Source: an optimization exercise on an open RTL-to-GDS flow (aim: small area and a short achievable clock period). Production flows keep margins and buffers that such runs may drop. Only simulation tests tie the RTL to the original design; equivalence was not proved. No activity file was given, so power comes from the tool's default toggle rates.

## run 1
## mips_single
module mips_single( clk, rst, imem_addr, imem_rdata, dmem_addr, dmem_wdata, dmem_we, dmem_re, dmem_rdata );
==> flow/config.mk <==
export PLATFORM = sky130hd
export DESIGN_NAME = mips_single
export DESIGN_NICKNAME = mips_single
export VERILOG_FILES = /design/flow/design.v
export SDC_FILE = /design/flow/constraint.sdc
export NUM_CORES = 4
export LEC_CHECK = 0
export CAP_MARGIN = 20
export CORE_MARGIN = 2
export CORE_UTILIZATION = 60
export CTS_CLUSTER_DIAMETER = 100
export CTS_CLUSTER_SIZE = 24
export SLEW_MARGIN = 20
export SYNTH_HIERARCHICAL = 1
==> flow/constraint.sdc <==
create_clock -name core_clock -period 16.0 [get_ports {clk}]
set_input_delay 3.2000 -clock core_clock [delete_from_list [all_inputs] [get_ports {clk}]]
set_output_delay 3.2000 -clock core_clock [all_outputs]
set_load 0.01 [all_outputs]
standard.sh (not shown) runs the stock make flow with config.mk's settings and CLKGATE_MAP_FILE= SYNTH_SCRIPT=/design/flow/synth_recipe.tcl, a recipe that flattens the netlist after the stock synthesis.
==> flow/flow/run.sh <==
#!/bin/bash
# Own flow: the standard layout (standard synthesis unchanged, same constraints), with
#  - the timing repair steps asked to reach a setup margin, so that they size and buffer the
#    critical paths instead of stopping at the clock period;
#  - every input and output port still buffered, with buf_2 rather than the default delay cell.
# Each tool's log stays under orfs/logs here; make's own output goes to run_make.log.
set -euo pipefail
bash standard.sh SETUP_SLACK_MARGIN=11.5 "BUFFER_PORTS_ARGS=-buffer_cell sky130_fd_sc_hd__buf_2" finish > run_make.log 2>&1
Run 1 was carried through to the last stage, and its layout satisfied the timing, DRC and antenna checks.
The inputs of run 2 differ from those of run 1 as listed below.
diff --git a/flow/design.v b/flow/design.v
--- a/flow/design.v
+++ b/flow/design.v
@@ -113,23 +113,19 @@
 		yh  <= stall ? (last & madd_e & ~hz) : (mfhi_d & ~hz_n);
 		sb  <= ~stall & ~mul_d & ~mfhi_d & ~mflo_d & rtyp;
 		sl  <= stall | (((mul_d & ~fn[4]) | mflo_d) & ~hz_n);
 		hz  <= hz_n;
 		dwe <= ~rst & (stall ? (mw_m & last) : (mw_e & ~mul_d));
 		cnt <= (rst | ~stall) ? 5'd0 : cnt + 5'd1;
 	end
-	always @(posedge clk) begin
-		if (rst) begin
-			pc <= 30'd0;
-		end else if (v_d & i_beq & (rd1 == rd2) & ~stl[1]) begin
-			pc <= btgt;
-		end else if (!stl[1]) begin
-			pc <= jump ? jtgt : pc4f;
-		end
-	end
+	wire [31:2] pc_alt = rst ? 30'd0 : (stl[1] ? pc : (jump ? jtgt : pc4f));
+	wire [31:2] pc_nx;
+	mux30 u_pcmux( .s(v_d & i_beq & (rd1 == rd2) & ~stl[1] & ~rst), .a(pc_alt), .b(btgt), .y(pc_nx) );
+	always @(posedge clk)
+		pc <= pc_nx;
 	always @(posedge clk) begin
 		if (rst) begin
 			v_d <= 1'b0;
 			we_e <= 1'b0; mr_e <= 1'b0; mw_e <= 1'b0;
 			we_m <= 1'b0; mr_m <= 1'b0; mw_m <= 1'b0; ld_m <= 1'b0;
 			we_w <= 1'b0;
 		end else if (!stl[2]) begin
@@ -296,7 +292,13 @@
 	generate
 		for (i = 1; i < 32; i = i + 1) begin : sm
 			assign s[i] = p0[i] ^ c[i-1];
 		end
 	endgenerate
 	assign s[32] = c[31];
 endmodule
+module mux30( s, a, b, y );
+	input         s;
+	input  [29:0] a, b;
+	output [29:0] y;
+	assign y = s ? b : a;
+endmodule
- Each of the runs, namely run 2 and run 1, reached the end of the flow and came out clean.
- [compare] base=run 1 new=run 2: post-synthesis instance area went up by 0.60%; share of total power consumed by net switching moved down; power consumed by sequential cells now sits at about the same level; met1 layer usage reported by global route decreased 0.26 points.
- | total wire length | run 1 vs run 2 | ≈ equal |
- Run 2 vs. run 1: initial antenna violation count +2; last weighted congestion value of the routability-driven placer now sits lower.
- Total number of vias came out lower on run 2 than on run 1.
- In run 2, setup slack is lower than in run 1.

--- another note on this design; it stands on its own ---

==> flow/design.v (excerpt) <==
module mips_single( clk, rst, imem_addr, imem_rdata, dmem_addr, dmem_wdata, dmem_we, dmem_re, dmem_rdata );
Size in the first run: roughly 4000 cells after synthesis, about 1400 flip-flops, ~160 I/O pins, about 60000 µm² of cells after synthesis.
export LEC_CHECK = 0
export CAP_MARGIN = 10
export CORE_MARGIN = 2
export CORE_UTILIZATION = 40
export CTS_CLUSTER_DIAMETER = 100
export CTS_CLUSTER_SIZE = 24
export SLEW_MARGIN = 10
export SYNTH_HIERARCHICAL = 1
create_clock -name core_clock -period 16.0 [get_ports {clk}]
standard.sh (not shown) runs the stock make flow with config.mk's settings and CLKGATE_MAP_FILE= SYNTH_SCRIPT=/design/flow/synth_recipe.tcl, a recipe that flattens the netlist after the stock synthesis.
==> flow/flow/run.sh <==
#!/bin/bash
# Own flow: the standard layout (standard synthesis unchanged, same constraints), with
#  - the timing repair steps asked to reach a setup margin, so that they size and buffer the
#    critical paths instead of stopping at the clock period;
#  - every input and output port still buffered, with buf_2 rather than the default delay cell.
# Each tool's log stays under orfs/logs here; make's own output goes to run_make.log.
set -euo pipefail
bash standard.sh SETUP_SLACK_MARGIN=11.5 "BUFFER_PORTS_ARGS=-buffer_cell sky130_fd_sc_hd__buf_2" finish > run_make.log 2>&1
The starting point passed the timing, DRC and antenna checks.
Next try:
--- a/flow/config.mk
+++ b/flow/config.mk
@@ -10 +10 @@
-export CORE_UTILIZATION = 40
+export CORE_UTILIZATION = 60
@@ -12,0 +13 @@
+export PLACE_DENSITY = 0.7
=>
- cell count went down by about 11%
- final area went down by 1.6%
- synthesized area stays the same
- register-to-register slack loses 30 ps
- hold slack gains 14 ps
- die area fell by 33%
- setup slack got worse by 3.5 ps
- non-clock buffer count falls by 12
- utilization increases by 21 points
- sequential share of layout area climbs by 0.95 points
- via count goes up by 0.35%
Next try:
--- a/flow/config.mk
+++ b/flow/config.mk
@@ -10 +10 @@
-export CORE_UTILIZATION = 60
+export CORE_UTILIZATION = 50
- The changed run produced a clean layout
- non-clock buffer count fell by 9
- first-iteration DRC count climbs by a few percent
- power goes up slightly
- hold slack got worse by 9.7 ps
- via count fell slightly
- count of clock-buffer cells in the layout is higher by 2
Next try:
--- a/flow/config.mk
+++ b/flow/config.mk
@@ -10 +10 @@
-export CORE_UTILIZATION = 50
+export CORE_UTILIZATION = 60
@@ -13 +13 @@
-export PLACE_DENSITY = 0.7
+export PLACE_DENSITY = 0.8
Result: The new run completed with no timing, DRC or antenna violations; design area drops by 0.78%; non-clock buffer count drops by 6; core utilization climbs by 11 points; final cell count drops by 5.5%.

-- separate check: timing with driven ports --
The flow's constraints put no driver on any port. The routed layouts listed below were extracted and timed again, unchanged, in two steps. Step 1 (the two cells are an assumption about what drives the block):
set clk [get_ports {clk}]
set_driving_cell -lib_cell sky130_fd_sc_hd__clkbuf_16 $clk
set_driving_cell -lib_cell sky130_fd_sc_hd__buf_2 [delete_from_list [all_inputs] $clk]
Step 2 times the ports against the registers' clock, not the clock port: input delays grow and output delays shrink by t, the midpoint of the rising clock arrivals with the driver on. Three values: ideal ports, drivers, drivers and shift; two values: the first two.
run	t (ns)	setup WS [ns]	worst setup path after step 2	worst register clock-pin slew, ns	cell pins on the clock port's net
run 1	0.765	11.492 / 11.432 / 11.075	input to register	0.11 / 0.11	1
run 2	0.758	11.444 / 11.444 / 10.870	input to register	0.11 / 0.11	1
the first run of note 2	0.786	11.522 / 11.438 / 10.854	input to register	0.11 / 0.11	1
the second run of note 2	0.758	11.519 / 11.447 / 10.996	input to register	0.11 / 0.11	1
the third run of note 2	0.762	11.518 / 11.441 / 10.914	input to register	0.11 / 0.11	1
the fourth run of note 2	0.759	11.449 / 11.449 / 10.842	input to register	0.11 / 0.11	1
After both steps every run listed still meets setup and hold. The setup slack of the first run of note 2, which loses most, moves by -0.084 ns with the drivers and by -0.668 ns with both steps.
